Source: an optimization exercise on an open RTL-to-GDS flow (aim: small area, a short achievable clock period and few clock cycles per item). Production flows keep margins and buffers that such runs may drop.
Only the layout flow was run in this run; the RTL was not checked for function there.

<file path="flow/config.mk">
export PLATFORM = sky130hd
export DESIGN_NAME = RSA_Encryptor
export DESIGN_NICKNAME = RSA_Encryptor
export VERILOG_FILES = /design/flow/design.v
export SDC_FILE = /design/flow/constraint.sdc
export NUM_CORES = 4
export LEC_CHECK = 0
export CAP_MARGIN = 20
export CORE_MARGIN = 2
export CORE_UTILIZATION = 40
export SLEW_MARGIN = 20
</file>
<file path="flow/constraint.sdc">
create_clock -name core_clock -period 10.0 [get_ports {clk}]
set_input_delay 2.0000 -clock core_clock [delete_from_list [all_inputs] [get_ports {clk}]]
set_output_delay 2.0000 -clock core_clock [all_outputs]
set_load 0.01 [all_outputs]
</file>
<file path="flow/design.v">
module cpa66(a, b, ci, s);
input  [65:0] a;
input  [65:0] b;
input         ci;
output [65:0] s;
wire [65:0] p = a ^ b;
wire [65:0] g = a & b;
wire [65:0] G0 = {g[65:1], g[0] | (p[0] & ci)};
wire [65:0] P0 = p;
wire [65:0] G1 = {G0[65:1] | (P0[65:1] & G0[64:0]), G0[0:0]};
wire [65:0] P1 = {P0[65:1] & P0[64:0], P0[0:0]};
wire [65:0] G2 = {G1[65:2] | (P1[65:2] & G1[63:0]), G1[1:0]};
wire [65:0] P2 = {P1[65:2] & P1[63:0], P1[1:0]};
wire [65:0] G3 = {G2[65:4] | (P2[65:4] & G2[61:0]), G2[3:0]};
wire [65:0] P3 = {P2[65:4] & P2[61:0], P2[3:0]};
wire [65:0] G4 = {G3[65:8] | (P3[65:8] & G3[57:0]), G3[7:0]};
wire [65:0] P4 = {P3[65:8] & P3[57:0], P3[7:0]};
wire [65:0] G5 = {G4[65:16] | (P4[65:16] & G4[49:0]), G4[15:0]};
wire [65:0] P5 = {P4[65:16] & P4[49:0], P4[15:0]};
wire [65:0] G6 = {G5[65:32] | (P5[65:32] & G5[33:0]), G5[31:0]};
wire [65:0] P6 = {P5[65:32] & P5[33:0], P5[31:0]};
wire [65:0] G7 = {G6[65:64] | (P6[65:64] & G6[1:0]), G6[63:0]};
wire [65:0] P7 = {P6[65:64] & P6[1:0], P6[63:0]};
assign s = p ^ {G7[64:0], ci};
endmodule
module mont_step(S, C, k, a, q, ab, abn, B, N, So, Co, ko, qo);
input  [65:0] S;
input  [65:0] C;
input         k;
input  [2:0]  a;
input  [2:0]  q;
input  [5:0]  ab;
input  [2:0]  abn;
input  [64:0] B;
input  [63:0] N;
output [65:0] So;
output [65:0] Co;
output        ko;
output [2:0]  qo;
wire [68:0] p0 = a[0] ? {4'b0, B} : 69'd0;
wire [68:0] p1 = {(a[1] ? {3'b0, B} : 68'd0), k};
wire [68:0] p2 = {(a[2] ? {2'b0, B} : 67'd0), 2'b0};
wire [68:0] r0 = q[0] ? {5'b0, N} : 69'd0;
wire [68:0] r1 = {(q[1] ? {4'b0, N} : 68'd0), 1'b0};
wire [68:0] r2 = {(q[2] ? {3'b0, N} : 67'd0), 2'b0};
wire [68:0] s0 = {3'b0, S};
wire [68:0] c0 = {3'b0, C};
wire [68:0] s1 = s0 ^ c0 ^ p0;
wire [68:0] c1 = {((s0 & c0) | (s0 & p0) | (c0 & p0)), 1'b0};
wire [68:0] s2 = p1 ^ p2 ^ r0;
wire [68:0] c2 = {((p1 & p2) | (p1 & r0) | (p2 & r0)), 1'b0};
wire [68:0] s3 = s1 ^ c1 ^ s2;
wire [68:0] c3 = {((s1 & c1) | (s1 & s2) | (c1 & s2)), 1'b0};
wire [68:0] s4 = c2 ^ r1 ^ r2;
wire [68:0] c4 = {((c2 & r1) | (c2 & r2) | (r1 & r2)), 1'b0};
wire [68:0] s5 = s3 ^ c3 ^ s4;
wire [68:0] c5 = {((s3 & c3) | (s3 & s4) | (c3 & s4)), 1'b0};
wire [68:0] s6 = s5 ^ c5 ^ c4;
wire [68:0] c6 = {((s5 & c5) | (s5 & c4) | (c5 & c4)), 1'b0};
assign So = s6[68:3];
assign Co = c6[68:3];
assign ko = |{s6[2:0], c6[2:1]};
wire [5:0] x  = S[5:0] ^ C[5:0] ^ ab;
wire [5:0] y  = {(S[4:0] & C[4:0]) | (S[4:0] & ab[4:0]) | (C[4:0] & ab[4:0]), k};
wire [5:0] g  = x & y;
wire [5:0] p  = x ^ y;
wire [5:0] cy;
assign cy[0] = 1'b0;
assign cy[1] = g[0];
assign cy[2] = g[1] | (p[1] & g[0]);
assign cy[3] = g[2] | (p[2] & g[1]) | (p[2] & p[1] & g[0]);
wire       g43 = g[4] | (p[4] & g[3]);
wire       p43 = p[4] & p[3];
assign cy[4] = g[3] | (p[3] & cy[3]);
assign cy[5] = g43 | (p43 & cy[3]);
wire [5:0] w  = p ^ cy;
reg  [2:0] h;
always @(*)
begin
	case ({N[5:1], w[2:0]})
	8'b00000_000: h = 3'd0;
	8'b00000_001: h = 3'd1;
	8'b00000_010: h = 3'd1;
	8'b00000_011: h = 3'd1;
	8'b00000_100: h = 3'd1;
	8'b00000_101: h = 3'd1;
	8'b00000_110: h = 3'd1;
	8'b00000_111: h = 3'd1;
	8'b00001_000: h = 3'd0;
	8'b00001_001: h = 3'd2;
	8'b00001_010: h = 3'd1;
	8'b00001_011: h = 3'd3;
	8'b00001_100: h = 3'd2;
	8'b00001_101: h = 3'd1;
	8'b00001_110: h = 3'd3;
	8'b00001_111: h = 3'd2;
	8'b00010_000: h = 3'd0;
	8'b00010_001: h = 3'd2;
	8'b00010_010: h = 3'd4;
	8'b00010_011: h = 3'd1;
	8'b00010_100: h = 3'd3;
	8'b00010_101: h = 3'd5;
	8'b00010_110: h = 3'd2;
	8'b00010_111: h = 3'd4;
	8'b00011_000: h = 3'd0;
	8'b00011_001: h = 3'd1;
	8'b00011_010: h = 3'd2;
	8'b00011_011: h = 3'd3;
	8'b00011_100: h = 3'd4;
	8'b00011_101: h = 3'd5;
	8'b00011_110: h = 3'd6;
	8'b00011_111: h = 3'd7;
	8'b00100_000: h = 3'd0;
	8'b00100_001: h = 3'd0;
	8'b00100_010: h = 3'd7;
	8'b00100_011: h = 3'd6;
	8'b00100_100: h = 3'd5;
	8'b00100_101: h = 3'd4;
	8'b00100_110: h = 3'd3;
	8'b00100_111: h = 3'd2;
	8'b00101_000: h = 3'd0;
	8'b00101_001: h = 3'd7;
	8'b00101_010: h = 3'd3;
	8'b00101_011: h = 3'd2;
	8'b00101_100: h = 3'd6;
	8'b00101_101: h = 3'd2;
	8'b00101_110: h = 3'd1;
	8'b00101_111: h = 3'd5;
	8'b00110_000: h = 3'd0;
	8'b00110_001: h = 3'd5;
	8'b00110_010: h = 3'd2;
	8'b00110_011: h = 3'd2;
	8'b00110_100: h = 3'd7;
	8'b00110_101: h = 3'd4;
	8'b00110_110: h = 3'd4;
	8'b00110_111: h = 3'd1;
	8'b00111_000: h = 3'd0;
	8'b00111_001: h = 3'd2;
	8'b00111_010: h = 3'd4;
	8'b00111_011: h = 3'd6;
	8'b00111_100: h = 3'd0;
	8'b00111_101: h = 3'd2;
	8'b00111_110: h = 3'd4;
	8'b00111_111: h = 3'd6;
	8'b01000_000: h = 3'd0;
	8'b01000_001: h = 3'd7;
	8'b01000_010: h = 3'd5;
	8'b01000_011: h = 3'd3;
	8'b01000_100: h = 3'd1;
	8'b01000_101: h = 3'd7;
	8'b01000_110: h = 3'd5;
	8'b01000_111: h = 3'd3;
	8'b01001_000: h = 3'd0;
	8'b01001_001: h = 3'd4;
	8'b01001_010: h = 3'd5;
	8'b01001_011: h = 3'd1;
	8'b01001_100: h = 3'd2;
	8'b01001_101: h = 3'd3;
	8'b01001_110: h = 3'd7;
	8'b01001_111: h = 3'd0;
	8'b01010_000: h = 3'd0;
	8'b01010_001: h = 3'd0;
	8'b01010_010: h = 3'd0;
	8'b01010_011: h = 3'd3;
	8'b01010_100: h = 3'd3;
	8'b01010_101: h = 3'd3;
	8'b01010_110: h = 3'd6;
	8'b01010_111: h = 3'd6;
	8'b01011_000: h = 3'd0;
	8'b01011_001: h = 3'd3;
	8'b01011_010: h = 3'd6;
	8'b01011_011: h = 3'd1;
	8'b01011_100: h = 3'd4;
	8'b01011_101: h = 3'd7;
	8'b01011_110: h = 3'd2;
	8'b01011_111: h = 3'd5;
	8'b01100_000: h = 3'd0;
	8'b01100_001: h = 3'd6;
	8'b01100_010: h = 3'd3;
	8'b01100_011: h = 3'd0;
	8'b01100_100: h = 3'd5;
	8'b01100_101: h = 3'd2;
	8'b01100_110: h = 3'd7;
	8'b01100_111: h = 3'd4;
	8'b01101_000: h = 3'd0;
	8'b01101_001: h = 3'd1;
	8'b01101_010: h = 3'd7;
	8'b01101_011: h = 3'd0;
	8'b01101_100: h = 3'd6;
	8'b01101_101: h = 3'd4;
	8'b01101_110: h = 3'd5;
	8'b01101_111: h = 3'd3;
	8'b01110_000: h = 3'd0;
	8'b01110_001: h = 3'd3;
	8'b01110_010: h = 3'd6;
	8'b01110_011: h = 3'd4;
	8'b01110_100: h = 3'd7;
	8'b01110_101: h = 3'd2;
	8'b01110_110: h = 3'd0;
	8'b01110_111: h = 3'd3;
	8'b01111_000: h = 3'd0;
	8'b01111_001: h = 3'd4;
	8'b01111_010: h = 3'd0;
	8'b01111_011: h = 3'd4;
	8'b01111_100: h = 3'd0;
	8'b01111_101: h = 3'd4;
	8'b01111_110: h = 3'd0;
	8'b01111_111: h = 3'd4;
	8'b10000_000: h = 3'd0;
	8'b10000_001: h = 3'd5;
	8'b10000_010: h = 3'd1;
	8'b10000_011: h = 3'd5;
	8'b10000_100: h = 3'd1;
	8'b10000_101: h = 3'd5;
	8'b10000_110: h = 3'd1;
	8'b10000_111: h = 3'd5;
	8'b10001_000: h = 3'd0;
	8'b10001_001: h = 3'd6;
	8'b10001_010: h = 3'd1;
	8'b10001_011: h = 3'd7;
	8'b10001_100: h = 3'd2;
	8'b10001_101: h = 3'd5;
	8'b10001_110: h = 3'd3;
	8'b10001_111: h = 3'd6;
	8'b10010_000: h = 3'd0;
	8'b10010_001: h = 3'd6;
	8'b10010_010: h = 3'd4;
	8'b10010_011: h = 3'd5;
	8'b10010_100: h = 3'd3;
	8'b10010_101: h = 3'd1;
	8'b10010_110: h = 3'd2;
	8'b10010_111: h = 3'd0;
	8'b10011_000: h = 3'd0;
	8'b10011_001: h = 3'd5;
	8'b10011_010: h = 3'd2;
	8'b10011_011: h = 3'd7;
	8'b10011_100: h = 3'd4;
	8'b10011_101: h = 3'd1;
	8'b10011_110: h = 3'd6;
	8'b10011_111: h = 3'd3;
	8'b10100_000: h = 3'd0;
	8'b10100_001: h = 3'd4;
	8'b10100_010: h = 3'd7;
	8'b10100_011: h = 3'd2;
	8'b10100_100: h = 3'd5;
	8'b10100_101: h = 3'd0;
	8'b10100_110: h = 3'd3;
	8'b10100_111: h = 3'd6;
	8'b10101_000: h = 3'd0;
	8'b10101_001: h = 3'd3;
	8'b10101_010: h = 3'd3;
	8'b10101_011: h = 3'd6;
	8'b10101_100: h = 3'd6;
	8'b10101_101: h = 3'd6;
	8'b10101_110: h = 3'd1;
	8'b10101_111: h = 3'd1;
	8'b10110_000: h = 3'd0;
	8'b10110_001: h = 3'd1;
	8'b10110_010: h = 3'd2;
	8'b10110_011: h = 3'd6;
	8'b10110_100: h = 3'd7;
	8'b10110_101: h = 3'd0;
	8'b10110_110: h = 3'd4;
	8'b10110_111: h = 3'd5;
	8'b10111_000: h = 3'd0;
	8'b10111_001: h = 3'd6;
	8'b10111_010: h = 3'd4;
	8'b10111_011: h = 3'd2;
	8'b10111_100: h = 3'd0;
	8'b10111_101: h = 3'd6;
	8'b10111_110: h = 3'd4;
	8'b10111_111: h = 3'd2;
	8'b11000_000: h = 3'd0;
	8'b11000_001: h = 3'd3;
	8'b11000_010: h = 3'd5;
	8'b11000_011: h = 3'd7;
	8'b11000_100: h = 3'd1;
	8'b11000_101: h = 3'd3;
	8'b11000_110: h = 3'd5;
	8'b11000_111: h = 3'd7;
	8'b11001_000: h = 3'd0;
	8'b11001_001: h = 3'd0;
	8'b11001_010: h = 3'd5;
	8'b11001_011: h = 3'd5;
	8'b11001_100: h = 3'd2;
	8'b11001_101: h = 3'd7;
	8'b11001_110: h = 3'd7;
	8'b11001_111: h = 3'd4;
	8'b11010_000: h = 3'd0;
	8'b11010_001: h = 3'd4;
	8'b11010_010: h = 3'd0;
	8'b11010_011: h = 3'd7;
	8'b11010_100: h = 3'd3;
	8'b11010_101: h = 3'd7;
	8'b11010_110: h = 3'd6;
	8'b11010_111: h = 3'd2;
	8'b11011_000: h = 3'd0;
	8'b11011_001: h = 3'd7;
	8'b11011_010: h = 3'd6;
	8'b11011_011: h = 3'd5;
	8'b11011_100: h = 3'd4;
	8'b11011_101: h = 3'd3;
	8'b11011_110: h = 3'd2;
	8'b11011_111: h = 3'd1;
	8'b11100_000: h = 3'd0;
	8'b11100_001: h = 3'd2;
	8'b11100_010: h = 3'd3;
	8'b11100_011: h = 3'd4;
	8'b11100_100: h = 3'd5;
	8'b11100_101: h = 3'd6;
	8'b11100_110: h = 3'd7;
	8'b11100_111: h = 3'd0;
	8'b11101_000: h = 3'd0;
	8'b11101_001: h = 3'd5;
	8'b11101_010: h = 3'd7;
	8'b11101_011: h = 3'd4;
	8'b11101_100: h = 3'd6;
	8'b11101_101: h = 3'd0;
	8'b11101_110: h = 3'd5;
	8'b11101_111: h = 3'd7;
	8'b11110_000: h = 3'd0;
	8'b11110_001: h = 3'd7;
	8'b11110_010: h = 3'd6;
	8'b11110_011: h = 3'd0;
	8'b11110_100: h = 3'd7;
	8'b11110_101: h = 3'd6;
	8'b11110_110: h = 3'd0;
	8'b11110_111: h = 3'd7;
	8'b11111_000: h = 3'd0;
	8'b11111_001: h = 3'd0;
	8'b11111_010: h = 3'd0;
	8'b11111_011: h = 3'd0;
	8'b11111_100: h = 3'd0;
	8'b11111_101: h = 3'd0;
	8'b11111_110: h = 3'd0;
	8'b11111_111: h = 3'd0;
	default: h = 3'd0;
	endcase
end
wire [2:0] u;
assign u[0] = w[3] ^ h[0];
assign u[1] = w[4] ^ h[1] ^ (w[3] & h[0]);
assign u[2] = w[5] ^ h[2] ^ ((w[4] & h[1]) | ((w[4] ^ h[1]) & w[3] & h[0]));
wire [2:0] v;
assign v[0] = u[0] ^ abn[0];
assign v[1] = u[1] ^ abn[1] ^ (u[0] & abn[0]);
assign v[2] = u[2] ^ abn[2] ^ ((u[1] & abn[1]) | ((u[1] ^ abn[1]) & u[0] & abn[0]));
wire [2:0] mn = {~N[2], ~N[1], 1'b1};
assign qo[0] = v[0];
assign qo[1] = v[1] ^ (mn[1] & v[0]);
assign qo[2] = v[2] ^ (mn[1] & v[1]) ^ (mn[2] & v[0]) ^ (v[1] & mn[1] & v[0]);
endmodule
module RSA_Encryptor(private_key, public_key, message_val, clk, start, rst, cal_done, cal_val);
	input 	[63:0] 	private_key;	 
	input 	[63:0] 	public_key;		 
	input 	[63:0] 	message_val;	 
	input 			clk;
	input 			start;
	input 			rst;
	output	reg		cal_done;
	output	reg [63:0]	cal_val;
	localparam IDLE  = 3'd0;
	localparam SETUP = 3'd1;	 
	localparam DIV   = 3'd2;	 
	localparam MUL   = 3'd3;	 
	localparam CPA   = 3'd4;	 
	localparam FIX   = 3'd5;	 
	localparam M_SQ  = 2'd0;	 
	localparam M_MX  = 2'd1;	 
	localparam M_FIN = 2'd2;	 
	reg [2:0]  state;
	reg [1:0]  mode;
	reg        first;		 
	reg        ph;			 
	reg        sg;			 
	reg [7:0]  cnt;
	reg [6:0]  ecnt;		 
	reg [63:0] N;
	reg [63:0] E;
	reg [64:0] X;			 
	reg [64:0] A;			 
	reg [65:0] S;			 
	reg [65:0] C;
	reg        k;			 
	reg [2:0]  q;			 
	reg [2:0]  ad;			 
	reg [5:0]  abr;			 
	reg        idle;
	wire [65:0] cpa;
	cpa66 u_cpa(.a(S), .b(C), .ci(k), .s(cpa));
	wire [65:0] Sn, Cn;
	wire        kn;
	wire [2:0]  qn;
	wire [2:0]  dnext;
	wire [5:0]  abnext = dnext * A[5:0];
	wire [2:0]  abn;
	assign abn[0] = dnext[0] & A[0];
	assign abn[1] = (dnext[0] & A[1]) ^ (dnext[1] & A[0]);
	assign abn[2] = (dnext[0] & A[2]) ^ (dnext[1] & A[1]) ^ (dnext[2] & A[0])
	              ^ (dnext[0] & A[1] & dnext[1] & A[0]);
	mont_step u_step(.S(S), .C(C), .k(k), .a(ad), .q(q), .ab(abr), .abn(abn), .B(A), .N(N),
	                 .So(Sn), .Co(Cn), .ko(kn), .qo(qn));
	wire        fast  = N[63] && S[65:63] == 3'd0;
	wire        dstep = state == DIV && (fast || ph);
	wire [64:0] rem   = (fast || sg) ? S[64:0] : A[64:0];
	wire        ez  = ~|E;
	wire        divbit = ez ? (cnt == 8'd63) : X[63];
	wire [68:0] dsrc = (mode == M_MX) ? {4'b0, X} : {4'b0, A};
	assign      dnext = (mode == M_FIN) ? 3'd0 : dsrc[3*cnt[4:0]+3 +: 3];
	wire        nmx  = mode == M_SQ && E[63] && !first;
	wire        nfin = !nmx && ecnt <= 7'd1;
	wire [2:0]  d0   = nmx ? X[2:0] : (nfin ? 3'd1 : cpa[2:0]);
	wire [5:0]  ab0  = d0 * cpa[5:0];
	wire [2:0]  q0   = (3'd0 - ab0[2:0]) * N[2:0];
	wire eshift = (state == SETUP || state == DIV) && !E[63] && ecnt != 7'd0;
	always @(posedge clk or posedge rst)
	begin
		if (rst)
		begin
			state    <= IDLE;
			idle     <= 1'b1;
			cal_done <= 1'b0;
		end
		else
		begin
			cal_done <= 1'b0;
			idle     <= 1'b0;
			case (state)
			IDLE:  if (start) state <= SETUP;
			       else idle <= 1'b1;
			SETUP: state <= DIV;
			DIV:   if (dstep && cnt == 8'd129) state <= CPA;
			MUL:   if (cnt == 8'd21) state <= CPA;
			CPA:   if (mode == M_FIN && !first) state <= FIX;
			       else state <= MUL;
			FIX:   begin
				cal_done <= 1'b1;
				idle     <= 1'b1;
				state    <= IDLE;
			end
			default: state <= IDLE;
			endcase
		end
	end
	always @(posedge clk)
	begin
		case (state)
		MUL:     begin S <= Sn; C <= Cn; k <= kn; end
		DIV:     if (dstep)
		begin
			S <= {rem, divbit};
			if (cnt == 8'd129) begin C <= 66'd0; k <= 1'b0; end
		end
		SETUP:   begin S <= 66'd0; C <= {2'b11, ~N}; k <= 1'b1; end
		default: begin S <= 66'd0; C <= 66'd0; k <= 1'b0; end
		endcase
		if (idle)
		begin
			E    <= private_key;
			ecnt <= 7'd64;
		end
		else if (eshift)
		begin
			E    <= {E[62:0], 1'b0};
			ecnt <= ecnt - 7'd1;
		end
		else if (state == CPA && !(mode == M_FIN && !first) && !nmx && !nfin)
		begin
			E    <= {E[62:0], 1'b0};
			ecnt <= ecnt - 7'd1;
		end
		if (idle) N <= public_key;
		if (idle) X <= {1'b0, message_val};
		else if (dstep)             X <= {X[63:0], 1'b0};
		else if (state == CPA && first) X <= cpa[64:0];
		if (state == CPA || (state == DIV && !dstep)) A <= cpa[64:0];
		sg <= cpa[65];
		ph <= state == DIV && !dstep;
		cal_val <= (A == {1'b0, N}) ? 64'd0 : A[63:0];
		case (state)
		SETUP: cnt <= 8'd0;
		DIV:   if (dstep) cnt <= cnt + 8'd1;
		MUL:   cnt <= cnt + 8'd1;
		default: cnt <= 8'd0;
		endcase
		if (state == DIV) first <= 1'b1;
		else if (state == CPA) first <= 1'b0;
		if (state == MUL)
		begin
			ad  <= dnext;
			abr <= abnext;
			q   <= qn;
		end
		else if (state == CPA)
		begin
			ad   <= d0;
			abr  <= ab0;
			q    <= q0;
			mode <= nmx ? M_MX : (nfin ? M_FIN : M_SQ);
		end
	end
endmodule
</file>
<file path="flow/flow/run.sh">
#!/bin/bash
# Layout flow: the standard layout (standard.sh, unchanged synthesis),
# with two repair settings changed:
#  - the input and output ports are buffered with buf_2 cells instead of the
#    default pick, a slow delay buffer;
#  - repair_timing aims for SETUP_SLACK_MARGIN ns of extra setup slack.
# The clock period and all constraints are the standard flow's.
set -euo pipefail
MARGIN=6.5
bash standard.sh "BUFFER_PORTS_ARGS=-buffer_cell sky130_fd_sc_hd__buf_2" \
	"SETUP_SLACK_MARGIN=${MARGIN}" finish > standard.log 2>&1
</file>
<file path="flow/standard.sh">
#!/bin/bash
# synth_recipe.tcl (not shown) runs the flow's synth.tcl, then flattens the netlist and writes it again
# the make line also repeats each setting of config.mk as NAME=value (left out here)
make -C /OpenROAD-flow-scripts/flow DESIGN_CONFIG=/design/flow/config.mk WORK_HOME=/design/flow/orfs CLKGATE_MAP_FILE= SYNTH_SCRIPT=/design/flow/synth_recipe.tcl "${@:-finish}"
</file>
==> notes.md <==
## synth_stat cells (14+ instances only)
| cell type | instances |
|---|---|
| inv_1 | 613 |
| edfxtp_1 | 412 |
| fa_1 | 402 |
| nand2_1 | 361 |
| and2_1 | 307 |
| clkbuf_1 | 154 |
| a21oi_1 | 122 |
| mux2i_1 | 119 |
| ha_1 | 107 |
| xnor2_1 | 102 |
| nor2_1 | 99 |
| o21ai_0 | 95 |
| dfxtp_1 | 75 |
| a211oi_1 | 73 |
| mux2_2 | 70 |
| o22ai_1 | 68 |
| nor2b_1 | 63 |
| a21o_1 | 56 |
| xor2_1 | 49 |
| nand4_1 | 37 |
| nor4_1 | 28 |
| mux4_2 | 23 |
| nand3_1 | 23 |
| buf_1 | 22 |
| nand2b_1 | 18 |
| o21bai_1 | 17 |
| and3_1 | 16 |
| a2bb2oi_1 | 15 |
| a31oi_1 | 15 |
| nor3_1 | 14 |
## what timing repair did
action	CTS	global route
endpoints found under the setup margin	255	220
setup buffers	102	48
hold endpoints to repair	0	0
gates cloned	15	2
resized for setup	314	266
pin swaps	255	250
## per-layer routing
metal | share of wire (%) | wire length (µm)
met5 | 0.16 | 219
met4 | 4.5 | 6110
met3 | 10 | 13600
met2 | 44 | 59800
met1 | 41 | 55000
## area by class of cell
class | instances | area share (%)
Multi-Input combinational cell | 2475 | 50.3
Timing Repair inverter | 1 | 0.0104
Tap cell | 1287 | 3.33
Clock buffer | 97 | 4.22
Antenna cell | 5 | 0.0259
Sequential cell | 492 | 29.0
Inverter | 616 | 4.80
Timing Repair Buffer | 465 | 7.68
Clock inverter | 27 | 0.593
## flip-flops by register name, summed over array words and instances, names as in the netlist
register	count
idle	1
q	3
first	1
mode	2
abr	6
ecnt	7
k	1
C	66
ad	3
sg	1
X	65
A	65
ph	1
N	64
S	66
cal_done	1
state	3
cnt	8
E	64
cal_val	64
## tightest hold or removal path: stages (launching register included)
cell and delay (ns):
dfxtp_1 0.32, o21ai_0 0.07, nand3_1 0.07
## path summary, 6_finish.rpt
| path | from | to | slack [ns] | cells after the start |
|---|---|---|---|---|
| worst max-delay path | S[1] | q[2] | 4.92 | 22 |
| worst min-delay path | ecnt[6] | ecnt[6] | 0.51 | 2 |
| worst max register to register | S[1] | q[2] | 4.92 | 22 |
| worst min register to register | ecnt[6] | ecnt[6] | 0.51 | 2 |
| max in group asynchronous | rst | idle | 8.43 | 2 |
| min in group asynchronous | rst | cal_done | 1.30 | 2 |
## cell families after synthesis
kind of cell    Yosys count
flops                   492
simple gates           1007
compound gates          593
buf+inv                 807
mux                     214
fa+ha+maj               509
xor+xnor                152
==> flow_summary_export.csv <==
group,metric,value,unit
status,outcome,"complete, no violations",
logic_synthesis,synthSimpleGateAreaFrac,13.0,%
logic_synthesis,postSynthCellCount,3774,
route,wl,135,mm
sta,slew_headroom,19.9,%
logic_synthesis,synth.area.mux_share,6.41,%
grt,grt_pass1_vias,31100,
critical_path,slowest_stage,"fa_1",
critical_path,crit_path_start_kind,"flip-flop",
logic_synthesis,syn_area_per_cell,10.5,µm²
clock_tree,cts_max_level,3,
critical_path,path_cells,"fa_1 > ha_4 > xor2_4 > buf_6 > ha_4 > mux2_4 > a211oi_2 > a31oi_1 > a211oi_2 > a21oi_1 > o31a_1 > a22o_1 > ha_2 > xor2_1 > ha_1 > xor2_2 > a22oi_2 > xnor2_1 > xnor2_1 > xnor2_1 > xnor3_1 > o21ai_1",
finish,fin_cells,5465,
sta,tns,0,ns
logic_synthesis,async_reset_ff_share,1.02,%
logic_synthesis,synth.ff_latch_count,492,
grt,antenna_found_initial,26,
critical_path,path_buf_inv,1,
grt,grt_overflow_total,0,
grt,grt_pass1_wl,201,mm
logic_synthesis,yosys_warnings,2,
floorplan,fp.dieW,318,µm
placement,numPortBuffers,259,
critical_path,cp_data_required_time,10.47,ns
sta,finClkSkew,0.0513,ns
critical_path,cp_top_family,"adder cells",
finish,final_area,48300,µm²
sta,setup_ws,4.92,ns
placement,placed_cells,5168,
floorplan,ioPinCount,260,
worst_hold_path,worstHoldPathType,"reg -> reg",
route,drc_errors,0,
placement,dp_hpwl,92.5,mm
floorplan,die_h,318,µm
grt,gr-usage-met2,40.4,%
route,final_antenna_net_count,0,
grt,grt_max_degree,73,
finish,multi_input_area,24300,µm²
route,vias,30500,
sta,min_period,5.08,ns
floorplan,start_util,40.3,%
sta,fmax,197,MHz
placement,place_ws,4.18,ns
finish,final_common_cell,"inv_1",
sta,hold_ws,0.514,ns
sta,fin_crit_sh,50.8,%
floorplan,rows,115,
grt,grt_usage,26.4,%
logic_synthesis,yosysSeqAreaShare,35.4,%
critical_path,arrival,5.55,ns
logic_synthesis,synth_top_family_by_area,"adder cells",
route,drtIter0Drc,2591,
grt,grtUsageMet1,35.5,%
sta,tightest_slew,1.20,ns
route,routedWlPerCell,24.7,µm
critical_path,path_class,"reg -> reg",
logic_synthesis,synthesis.area,39500,µm²
finish,layout-drive-gt1-share,26.8,%
floorplan,coreArea,98100,µm²
finish,seqCellArea,14000,µm²
placement,place.gp.congestion,0.950,
floorplan,die-area,101000,µm²
grt,grt_most_used_layer,"met2",
finish,area_delta_synth_final,22.2,%
logic_synthesis,synthFlopType,"edfxtp_1",
logic_synthesis,synth-compound-area-share,10.2,%
logic_synthesis,synth_xor_xnor_area_share,3.40,%
logic_synthesis,synth_edf_count,412,
logic_synthesis,yosysTopAreaCell,"edfxtp_1",
clock_tree,cts_inserted_buffers,68,
logic_synthesis,syn_nets,4478,
critical_path,crit_top_cell,"xnor2_1",
finish,nets,4823,
route,vias_per_cell,5.57,
clock_tree,cts_buffer_depth,3,
logic_synthesis,yosysUniqueCellTypes,98,
route,drtPass1Iterations,5,
finish,nFillCells,8956,
sta,slew_viol_final,0,
sta,rsz0062_at_grt,"yes",
sta,finalHoldViolCount,0,
logic_synthesis,synth_fa_ha_area_share,23.7,%
run,cap_viol_max_count,0,
critical_path,cp_max_fo,3,
finish,layout_common_cells,"inv_1, edfxtp_1, fa_1, nand2_1, buf_2",
logic_synthesis,synth_top_area_share,31.3,%
finish,final_util,49.2,%
sta,setup-violations-final,0,
clock_tree,cts_tree,"yes",
clock_tree,clock_latency,0.66,ns
critical_path,cp-end-kind,"flip-flop",
clock_tree,clk_pin_slew,0.06,ns
clock_tree,cts_hold_buffers,0,
grt,grt_util_met3,7.30,%
critical_path,cpPeakStageDelay,0.53,ns
placement,place_area,42100,µm²
logic_synthesis,synthTopCellsByArea,"edfxtp_1, fa_1, inv_1",
clock_tree,cts.sinks,492,
clock_tree,cts_root_buffer,"clkbuf_16",

-- what the ideal ports hide --
No port has a modelled driver above. Below, the same layout with a new extraction and two added sets of constraints. Step 1 sets driving cells, clkbuf_16 on the clock port and buf_2 on the other inputs (assumed; they add their load-dependent delay and slew). Step 2 times the ports against the registers' clock, not the clock port: input delays grow and output delays shrink by t, the midpoint of the rising clock arrivals with the driver on. Three values: ideal, step 1, step 2; two values: the first two.
shift t [ns]: 0.701
setup slack, ns: 4.916 / 4.916 / 4.916
worst setup path after step 2: register to register
After both steps this run still meets setup and hold. The setup slack of this run moves by 0.000 ns with the drivers and by 0.000 ns with both steps.
